From an optimization exercise on the open Yosys and OpenROAD flow, aimed at small area; shortcuts taken in it are not production practice.
The RTL was checked by simulation tests, not by an equivalence proof against the original design.
Power is estimated from default activity; no workload was simulated.

==> design/flow/design.v <==
`timescale 1ns / 1ps
module ALU(
        input [31:0] A,
        input [31:0] B,
        input [2:0] ALU_op,
        output reg [31:0] res,
        output wire zero
    );
    always @ (*) begin
        case(ALU_op)
            3'b000: res = A & B;
            3'b001: res = A | B;
            3'b010: res = A + B;
            3'b011: res = A ^ B;
            3'b100: res = ~(A | B);
            3'b101: res = A >> B;
            3'b110: res = A - B;
            3'b111: res = {31'b0, A < B};
        endcase
    end
    assign zero = (res == 0);
endmodule
module Pipeline_EX(
    input [31:0] rs1_data,
    input [31:0] rs2_data,
    input [31:0] Imm_data,
    input ALUSrc_B,
    input [2:0] ALU_Control,
    output [31:0] ALU_res
);
wire [31:0] alu_b_data = ALUSrc_B ? Imm_data : rs2_data;
ALU alu(
    .A(rs1_data),
    .B(alu_b_data),
    .ALU_op(ALU_Control),
    .res(ALU_res),
    .zero()
);
endmodule
module Pipeline_ID(
    input clk,
    input rst,
    input [31:0] inst,
    output [4:0] rs1_addr,
    output [4:0] rs2_addr,
    output [4:0] rd_addr,
    output [31:0] Imm_data,
    output reg ALUSrc_B,
    output reg [1:0] MemtoReg,
    output reg Branch,
    output reg Jump,
    output reg RegWrite,
    output reg MemRW,
    output reg [2:0] ALU_Control
);
    reg [1:0] ALU_op;
    wire [4:0] OPcode = inst[6:2];
    wire [2:0] Fun3 = inst[14:12];
    wire Fun7 = inst[30];
    reg [1:0] ImmSel;
    always @(*) begin
        case(OPcode)
            5'b01100: begin  
                ImmSel = 2'b00;
                ALUSrc_B = 0;
                MemtoReg = 0;
                Jump = 0;
                Branch = 0;
                RegWrite = 1;
                MemRW = 0;
                ALU_op = 2'b10;    
            end
            5'b00100: begin  
                ImmSel = 2'b00;
                ALUSrc_B = 1;
                MemtoReg = 0;
                Jump = 0;
                Branch = 0;
                RegWrite = 1;
                MemRW = 0;
                ALU_op = 2'b10; 
            end
            5'b00000: begin  
                ImmSel = 2'b00;
                ALUSrc_B = 1;
                MemtoReg = 1;
                Jump = 0;
                Branch = 0;
                RegWrite = 1;
                MemRW = 0;
                ALU_op = 2'b00;
            end
            5'b01000: begin  
                ImmSel = 2'b01;
                ALUSrc_B = 1;
                MemtoReg = 2'b00;
                Jump = 0;
                Branch = 0;
                RegWrite = 0;
                MemRW = 1;
                ALU_op = 2'b00; 
            end
            5'b11000: begin  
                ImmSel = 2'b10;
                ALUSrc_B = 0;
                MemtoReg = 2'b00;
                Jump = 0;
                Branch = 1;
                RegWrite = 0;
                MemRW = 0;
                ALU_op = 2'b01;
            end
            5'b11011: begin  
                ImmSel = 2'b11;
                ALUSrc_B = 1'b0;
                MemtoReg = 2'b10;
                Jump = 1;
                Branch = 0;
                RegWrite = 1;
                MemRW = 0;
                ALU_op = 2'b00;
            end
            default: begin
                ImmSel = 2'b00;
                ALUSrc_B = 1'b0;
                MemtoReg = 2'b00;
                Jump = 1'b0;
                Branch = 1'b0;
                RegWrite = 1'b0;
                MemRW = 1'b0;
                ALU_op = 2'b00;
            end
        endcase
    end 
    always @(*) begin
        case(ALU_op)
            2'b00: begin  
                ALU_Control = 3'b010;
            end
            2'b01: begin  
                ALU_Control = 3'b110;
            end
            default: begin  
                case(Fun3) 
                    3'b000: begin  
                        ALU_Control = {Fun7, 2'b10};
                    end
                    3'b010: begin
                        ALU_Control = 3'b111;
                    end
                    3'b100: begin
                        ALU_Control = 3'b011;
                    end
                    3'b101: begin
                        ALU_Control = 3'b101;
                    end
                    3'b110: begin
                        ALU_Control = 3'b001;
                    end
                    3'b111: begin
                        ALU_Control = 3'b000;
                    end
                    default: begin
                        ALU_Control = 3'b010;
                    end
                endcase 
            end
        endcase
    end
    assign Imm_data = ImmSel[1] ? (
        ImmSel[0] ? 
            {{12{inst[31]}}, inst[19:12], inst[20], inst[30:21], 1'b0} : 
            {{20{inst[31]}}, inst[7], inst[30:25], inst[11:8], 1'b0}
    ) : (
        ImmSel[0] ? {{21{inst[31]}}, inst[30:25], inst[11:7]} :
        {{21{inst[31]}}, inst[30:20]}
    );
    assign rs1_addr = inst[19:15];
    assign rs2_addr = inst[24:20];
    assign rd_addr = inst[11:7];
endmodule
module Pipeline_WB(
    input [31:0] ALU_res,
    input [31:0] Mem_res,
    input [31:0] PC,
    input [1:0] MemtoReg,
    output reg [31:0] wb_data
);
    always @ (*) begin
        case(MemtoReg)
        2'b00: begin
            wb_data = ALU_res;
        end
        2'b01: begin
            wb_data = Mem_res;
        end
        2'b10: begin
            wb_data = PC + 4;
        end
        2'b11: begin
            wb_data = PC + 4;
        end
        endcase
    end
endmodule
`timescale 1ns / 1ps
module regs(
    input clk, rst, RegWrite,
    input [4:0] Rs1_addr, Rs2_addr, Wt_addr,
    input [31:0] Wt_data,
    output [31:0] Rs1_data, Rs2_data
    );
    reg[31:0] register[1:31];
    integer i;
    wire Wt_en = (Wt_addr != 0) && (RegWrite == 1);
    assign Rs1_data = (Rs1_addr == 0) ? 0 : (Wt_en && Wt_addr == Rs1_addr) ? Wt_data : register[Rs1_addr];
    assign Rs2_data = (Rs2_addr == 0) ? 0 : (Wt_en && Wt_addr == Rs2_addr) ? Wt_data : register[Rs2_addr];
    always @ (posedge clk or posedge rst) begin
        if(rst == 1) 
            for(i = 1; i < 32; i=i+1) 
                register[i] <= 0;
        else if(Wt_en) 
            register[Wt_addr] <= Wt_data;
    end
endmodule
`timescale 1ns / 1ps
module Pipeline_CPU(
        input clk,
        input rst,
        input [31:0] Data_in,
        input [31:0] inst_in,
        output wire MemRW,
        output reg [31:0] PC_out,
        output [31:0] Addr_out,
        output [31:0] Data_out,
        output [31:0] PC_IF_debug,
        output [31:0] PC_ID_debug,
        output [31:0] PC_EX_debug,
        output [31:0] PC_MEM_debug,
        output [31:0] inst_IF_debug,
        output [31:0] inst_ID_debug,
        output MemRW_EX_debug,
        output MemRW_MEM_debug,
        output [31:0] wb_data_debug
    );
    reg [31:0] inst_IFID;
    reg [31:0] PC_IFID;
    reg [31:0] inst_IF;
    always @ (posedge clk or posedge rst) begin
        if(rst) begin
            PC_out <= 0; 
            inst_IF <= 0;
        end else begin
            PC_out <= PC_out + 4; 
            inst_IF <= inst_in;
        end
    end
    always @ (posedge clk or posedge rst) begin
        if(rst) begin
            inst_IFID <= 0;
            PC_IFID <= 0;
        end
        else begin
            inst_IFID <= inst_in;
            PC_IFID <= PC_out;
        end
    end
    reg [31:0] rs1_data_IDEX;
    reg [31:0] rs2_data_IDEX;
    reg [4:0] rd_addr_IDEX;
    reg [31:0] Imm_data_IDEX;
    reg ALUSrc_B_IDEX;
    reg [1:0] MemtoReg_IDEX;
    reg RegWrite_IDEX;
    reg MemRW_IDEX;
    reg [2:0] ALU_Control_IDEX;
    reg [31:0] PC_IDEX;
    wire [4:0] rs1_addr_IDEX_wire;
    wire [31:0] rs1_data_IDEX_wire;
    wire [4:0] rs2_addr_IDEX_wire;
    wire [31:0] rs2_data_IDEX_wire;
    wire [4:0] rd_addr_IDEX_wire;
    wire [31:0] Imm_data_IDEX_wire;
    wire ALUSrc_B_IDEX_wire;
    wire [1:0] MemtoReg_IDEX_wire;
    wire Branch_IDEX_wire;
    wire Jump_IDEX_wire;
    wire RegWrite_IDEX_wire;
    wire MemRW_IDEX_wire;
    wire [2:0] ALU_Control_IDEX_wire;
    Pipeline_ID ID(
        .clk(clk),
        .rst(rst),
        .inst(inst_IFID),
        .rs1_addr(rs1_addr_IDEX_wire),
        .rs2_addr(rs2_addr_IDEX_wire),
        .rd_addr(rd_addr_IDEX_wire),
        .Imm_data(Imm_data_IDEX_wire),
        .ALUSrc_B(ALUSrc_B_IDEX_wire),
        .MemtoReg(MemtoReg_IDEX_wire),
        .Branch(Branch_IDEX_wire),
        .Jump(Jump_IDEX_wire),
        .RegWrite(RegWrite_IDEX_wire),
        .MemRW(MemRW_IDEX_wire),
        .ALU_Control(ALU_Control_IDEX_wire)
    );
    always @ (posedge clk or posedge rst) begin
        if(rst) begin
            rs1_data_IDEX <= 0;
            rs2_data_IDEX <= 0;
            rd_addr_IDEX <= 0;
            Imm_data_IDEX <= 0;
            ALUSrc_B_IDEX <= 0;
            MemtoReg_IDEX <= 0;
            RegWrite_IDEX <= 0;
            MemRW_IDEX <= 0;
            ALU_Control_IDEX <= 0;
            PC_IDEX <= 0;
        end else begin
            rs1_data_IDEX <= rs1_data_IDEX_wire;
            rs2_data_IDEX <= rs2_data_IDEX_wire;
            rd_addr_IDEX <= rd_addr_IDEX_wire;
            Imm_data_IDEX <= Imm_data_IDEX_wire;
            ALUSrc_B_IDEX <= ALUSrc_B_IDEX_wire;
            MemtoReg_IDEX <= MemtoReg_IDEX_wire;
            RegWrite_IDEX <= RegWrite_IDEX_wire;
            MemRW_IDEX <= MemRW_IDEX_wire;
            ALU_Control_IDEX <= ALU_Control_IDEX_wire;
            PC_IDEX <= PC_IFID;
        end
    end
    reg [4:0] rd_addr_EXMEM;
    reg [1:0] MemtoReg_EXMEM;
    reg RegWrite_EXMEM;
    reg MemRW_EXMEM;
    reg [31:0] PC_EXMEM;
    reg [31:0] ALU_res_EXMEM;
    reg [31:0] rs2_data_EXMEM;
    wire [31:0] ALU_res_EXMEM_wire;
    Pipeline_EX EX(
        .rs1_data(rs1_data_IDEX),
        .rs2_data(rs2_data_IDEX),
        .Imm_data(Imm_data_IDEX),
        .ALUSrc_B(ALUSrc_B_IDEX),
        .ALU_Control(ALU_Control_IDEX),
        .ALU_res(ALU_res_EXMEM_wire)
    );
    always @ (posedge clk or posedge rst) begin
        if(rst) begin
            rd_addr_EXMEM <= 0;
            MemtoReg_EXMEM <= 0;
            RegWrite_EXMEM <= 0;
            MemRW_EXMEM <= 0;
            PC_EXMEM <= 0;
            ALU_res_EXMEM <= 0;
            rs2_data_EXMEM <= 0;
        end
        else begin
            rd_addr_EXMEM <= rd_addr_IDEX;
            MemtoReg_EXMEM <= MemtoReg_IDEX;
            RegWrite_EXMEM <= RegWrite_IDEX;
            MemRW_EXMEM <= MemRW_IDEX;
            PC_EXMEM <= PC_IDEX;
            ALU_res_EXMEM <= ALU_res_EXMEM_wire;
            rs2_data_EXMEM <= rs2_data_IDEX;
        end
    end
    assign Addr_out = ALU_res_EXMEM;
    assign Data_out = rs2_data_EXMEM;
    assign MemRW = MemRW_EXMEM;
    reg [4:0] rd_addr_MEMWB;
    reg [1:0] MemtoReg_MEMWB;
    reg RegWrite_MEMWB;
    reg [31:0] PC_MEMWB;
    reg [31:0] ALU_res_MEMWB;
    reg [31:0] Mem_res_MEMWB;
    always @ (posedge clk or posedge rst) begin
        if(rst) begin
            rd_addr_MEMWB <= 0;
            MemtoReg_MEMWB <= 0;
            RegWrite_MEMWB <= 0;
            PC_MEMWB <= 0;
            ALU_res_MEMWB <= 0;
            Mem_res_MEMWB <= 0;
        end
        else begin
            rd_addr_MEMWB <= rd_addr_EXMEM;
            MemtoReg_MEMWB <= MemtoReg_EXMEM;
            RegWrite_MEMWB <= RegWrite_EXMEM;
            PC_MEMWB <= PC_EXMEM;
            ALU_res_MEMWB <= ALU_res_EXMEM;
            Mem_res_MEMWB <= Data_in;
        end
    end
    wire [31:0] wb_data;
    Pipeline_WB WB(
        .ALU_res(ALU_res_MEMWB),
        .Mem_res(Mem_res_MEMWB),
        .PC(PC_MEMWB),
        .MemtoReg(MemtoReg_MEMWB),
        .wb_data(wb_data)
    );
    regs regfile(
        .clk(clk),
        .rst(rst),
        .RegWrite(RegWrite_MEMWB),
        .Rs1_addr(rs1_addr_IDEX_wire),
        .Rs2_addr(rs2_addr_IDEX_wire),
        .Wt_addr(rd_addr_MEMWB),
        .Wt_data(wb_data),
        .Rs1_data(rs1_data_IDEX_wire),
        .Rs2_data(rs2_data_IDEX_wire)
    );
    assign PC_IF_debug = PC_out;
    assign PC_ID_debug = PC_IFID;
    assign PC_EX_debug = PC_IDEX;
    assign PC_MEM_debug = PC_EXMEM;
    assign inst_IF_debug = inst_in;
    assign inst_ID_debug = inst_IFID;
    assign MemRW_EX_debug = MemRW_IDEX;
    assign MemRW_MEM_debug = MemRW_EXMEM;
    assign wb_data_debug = wb_data;
endmodule
==> design/flow/run.sh <==
#!/bin/bash
# synth_recipe.tcl (not shown) runs the flow's synth.tcl, then flattens the netlist and writes it again
# the make line also repeats each setting of config.mk as NAME=value (left out here)
make -C /OpenROAD-flow-scripts/flow DESIGN_CONFIG=/design/flow/config.mk WORK_HOME=/design/flow/orfs CLKGATE_MAP_FILE= SYNTH_SCRIPT=/design/flow/synth_recipe.tcl finish
==> design/flow/config.mk <==
export PLATFORM = sky130hd
export DESIGN_NAME = Pipeline_CPU
export DESIGN_NICKNAME = Pipeline_CPU
export VERILOG_FILES = /design/flow/design.v
export SDC_FILE = /design/flow/constraint.sdc
export NUM_CORES = 4
export LEC_CHECK = 0
export CAP_MARGIN = 20
export CORE_MARGIN = 2
export CORE_UTILIZATION = 25
export PLACE_DENSITY = 0.32
export SLEW_MARGIN = 20
==> design/flow/constraint.sdc <==
create_clock -name core_clock -period 8.0 [get_ports {clk}]
set_input_delay 1.6000 -clock core_clock [delete_from_list [all_inputs] [get_ports {clk}]]
set_output_delay 1.6000 -clock core_clock [all_outputs]
set_load 0.01 [all_outputs]
==> run notes <==
[logic make-up (layout without fill, tap and decap cells)]
logic type | after synthesis | in the layout | synth area share
AOI/OAI and AO/OA | 2512 | 2512 | 0.247
xor gates and xnor gates | 94 | 94 | 0.0123
adders and majority gates | 100 | 100 | 0.0189
buffers and inverters | 836 | 1093 | 0.0537
DFF | 1417 | 1417 | 0.528
muxes | 121 | 121 | 0.0186
other | 1 | 49 | 0.0000558
and+or+nand+nor | 1895 | 1895 | 0.122
[cell type report]
type | instances | share of cell area
Timing Repair Buffer | 631 | 0.0734
Antenna cell | 39 | 0.00119
Inverter | 141 | 0.00653
Multi-Input combinational cell | 4732 | 0.356
Clock buffer | 271 | 0.0673
Clock inverter | 50 | 0.00689
Sequential cell | 1417 | 0.434
Tap cell | 3552 | 0.0544
[layout by cell type (no fill, tap or decap), types with 105 or more instances in the layout]
| cell type | instances |
|---|---|
| a22o_1 | 270 |
| nor2_1 | 201 |
| o21ai_0 | 1088 |
| a221oi_1 | 321 |
| buf_4 | 228 |
| a22oi_1 | 284 |
| inv_1 | 132 |
| nand4_1 | 146 |
| a21oi_1 | 190 |
| dfrtp_1 | 1411 |
| clkbuf_16 | 186 |
| mux2i_1 | 105 |
| nand2_1 | 1160 |
| clkdlybuf4s50_1 | 378 |
[metrics by stage]
stage | power [mW] | area [um2]
after floorplan | 9.38 | 67200
after global placement | 10.9 | 75500
after detailed placement | 10.9 | 75500
after CTS | 19.6 | 81500
after global routing | 20.1 | 81700
final | 19.4 | 81700
[worst max-delay path by stage]
| stage | from | slack [ns] | to | cells after the start |
|---|---|---|---|---|
| 2_1_floorplan | rst | -13.21 | ALUSrc_B_IDEX | 1 |
| 3_3_place_gp | PC_MEMWB[4] | 2.87 | wb_data_debug[21] | 8 |
| 3_5_place_dp | PC_MEMWB[4] | 2.93 | wb_data_debug[21] | 8 |
| 4_1_cts | PC_MEMWB[4] | 1.97 | wb_data_debug[21] | 8 |
| 5_1_grt | PC_MEMWB[4] | 2.04 | wb_data_debug[31] | 10 |
| 6_report | PC_MEMWB[2] | 2.36 | wb_data_debug[26] | 11 |
[power by group through the flow]
| stage | combinational (mW) | clock [mW] | sequential (mW) |
|---|---|---|---|
| 2_1_floorplan | 1.36 | 0 | 8.02 |
| 3_3_place_gp | 2.66 | 0 | 8.27 |
| 3_5_place_dp | 2.65 | 0 | 8.27 |
| 4_1_cts | 2.66 | 8.75 | 8.14 |
| 5_1_grt | 2.87 | 9.02 | 8.18 |
| 6_report | 2.71 | 8.58 | 8.15 |
[flip-flops by register name (all words and copies together) (netlist names), 2 cells and up]
signal            flops
ALU_Control_IDEX      3
ALU_res_EXMEM        32
ALU_res_MEMWB        32
Imm_data_IDEX        21
Mem_res_MEMWB        32
MemtoReg_EXMEM        2
MemtoReg_IDEX         2
MemtoReg_MEMWB        2
PC_EXMEM             30
PC_IDEX              30
PC_IFID              30
PC_MEMWB             30
PC_out               30
inst_IFID            32
rd_addr_EXMEM         5
rd_addr_IDEX          5
rd_addr_MEMWB         5
regfile.register    992
rs1_data_IDEX        32
rs2_data_EXMEM       32
rs2_data_IDEX        32
[routing by layer]
metal / vias to the layer above / part of all wire / global-route usage / wire length [um]
met2: 3437 / 0.44 / 0.488 / 195000
met1: 32444 / 0.42 / 0.410 / 184000
met5: - / 0.00013 / 0 / 57
met4: 8 / 0.059 / 0.157 / 25700
li1: 25702 / - / - / -
met3: 947 / 0.076 / 0.0666 / 33500
[worst register-to-register path: cells and delay by family (launching register included)]
family,cells,cell delay (ns)
AO/OA/AOI/OAI,8,2.65
adder cells (fa/ha/maj),1,0.46
buffers and inverters,2,1.00
flip-flops,1,0.52
multiplexers,1,0.26
==> summary.md <==
| Metric | Value |
|---|---|
| Comb pwr share | `0.139` |
| Width of the die | `522 um` |
| Pwr Density | `238 mW/mm2` |
| Fin crit share | `0.705` |
| CTS Root Cell | `clkbuf_16` |
| Crit path max fanout | `34` |
| WP data required | `6.40 ns` |
| Hold Path Class | `reg2reg` |
| Worst hold path cell count | `0` |
| Register area | `0.0355 mm2` |
| RR Startpoint | `ALUSrc_B_IDEX` |
| Ratio of cells with drive above 1 in the final layout | `0.0987` |
| CP max-delay cell | `clkdlybuf4s50_1` |
| Fin nets | `7275` |
| Cell row count | `190` |
| Area delta synth->final | `21.6%` |
| Primary FF master, synth | `dfrtp_1` |
| Pre-CTS WS | `2.93 ns` |
| Ys async rst share | `1.00` |
| Clk slew on worst S/H paths | `0.06 ns` |
| Post-synthesis cell count | `6976` |
| Worst Max-Slew Pin Slew | `1.33 ns` |
| Min-Delay Endpoint | `PC_IDEX[4]` |
| Clk Latency, worst-skew pair | `0.88 ns` |
| CORE AREA | `0.268 mm2` |
| CTS Hold Buffers Added | `0` |
| Initial Util | `0.251` |
| Final min period | `5.64 ns` |
| CP top delay family | `buffers and inverters` |
| Min-delay src | `PC_IFID[4]` |
| Mapped cell area | `0.0672 mm2` |
| Ranking of synthesized cells by area | `dfrtp_1 (53%), o21ai_0 (8.1%), nand2_1 (6.6%)` |
| DIE AREA | `0.273 mm2` |
| Setup TNS | `0 ns` |
| Largest area contributor in the netlist | `dfrtp_1` |
| RR Endpoint | `ALU_res_EXMEM[30]` |
| Total number of vias | `62.5k` |
| P_leak | `34.8 nW` |
| Avg Cell Area, Syn | `9.63 um2` |
| Initial antenna violation count | `45` |
| Multi-input logic area | `0.0291 mm2` |
| Max clock buf depth | `4` |
| Post-layout util | `0.305` |
| Seq/Total Area, Yosys | `0.528` |
| GR Overflow Total | `0` |
| Clock skew | `0.0563 ns` |
| Port bufs | `378` |
| GRT Total Usage | `0.313` |
| Synth warn | `6` |
| Critical path's most frequent cell | `nand2_1` |
| First-pass GRT wire length | `580 mm` |
| CP max stage delay | `0.49 ns` |
| RSZ-0062 raised after global routing | `no` |
| TritonCTS Sinks | `1417` |
| Type of origin of the critical path | `flop` |
| Number of synthesized flops with an enable pin | `0` |
| Post-DP HPWL | `280 mm` |
| Relative slew margins | `0.114` |
| Final Hold Viols | `0` |
| Int Pwr | `13.5 mW` |
| Sw power | `5.98 mW` |
| DRC | `0` |
| Postcts setup bufs | `0` |
| Largest net degree at the start of global routing | `152` |
| Cell variety after synth | `91` |
| WP buf/inv | `3` |
| IO Pins | `389` |
| Final Hold Slack | `0.326 ns` |
| Die Y | `522 um` |
| TritonRoute pass-1 iters | `11` |
| Vias in the first global route | `60.0k` |
| Post-synth top cells | `dfrtp_1 (1417), nand2_1 (1181), o21ai_0 (1093)` |
| CTS tree | `done` |
| Maximum vdd drop | `0.155 mV` |
| Routed WL | `439 mm` |
| Reg power frac | `0.419` |
| Fill cells | `28.0k` |
| Top-count cell post-synth | `dfrtp_1` |
| Max-cap violations | `0` |
| Antenna-violating nets left | `0` |
| Fin. max-slew vios | `0` |
| Setup violations, final | `0` |
| H-tree depth | `4` |
| Placer congestion estimate | `0.940` |
| PostCTS Resize Cnt | `0` |
| Placed Instances | `10.5k` |
| Critical-path cell list | `ha_1 > and3_1 > and2_1 > nand2_1 > nor2_1 > nand2_1 > xor2_1 > a21o_1 > buf_4 > inv_1 > clkdlybuf4s50_1` |
| Fmax achieved | `0.177 GHz` |
| TritonCTS buffer count | `186` |
| Starting DRT DRC Count | `8282` |
| Avg Vias per Cell | `5.77` |
| Synth top area share | `0.528` |
| Final setup margin | `2.36 ns` |
| Worst reg2reg setup slack | `3.03 ns` |
| Status | `complete, no violations` |
| Clock share of power | `0.441` |
| DR WL/cell | `40.5 um` |
| Non-Filler Instances | `10.8k` |
| Critical Path AT | `4.04 ns` |
| Synth Register Bits | `1417` |
| R2r worst-path depth | `12` |
| Sw Ratio | `0.308` |
| Kind of critical path | `reg2out` |
| Worst setup EP type | `output port` |

-- what the ideal ports hide --
No port has a modelled driver above. Below, the same layout with a new extraction and two added sets of constraints.
Step 1 sets driving cells, clkbuf_16 on the clock port and buf_2 on the other inputs (assumed; they add their load-dependent delay and slew).
Step 2 moves the port delays by t, midway between the first and last clock arrival at a register: inputs arrive t later, outputs are due t later. That takes back most of the time a late clock gives input paths.
Slacks: no drivers / after step 1 / after step 2; pairs: no drivers / after step 1.
shift t [ns]: 0.955
setup WS [ns]: 2.363 / 2.264 / 3.035
worst setup path at the end: register to register
worst slew at a driven data input, ns: 0.12
After both steps setup and hold are still met in this run. For this run, drivers alone change the setup slack by -0.099 ns; drivers and shift together by +0.672 ns.
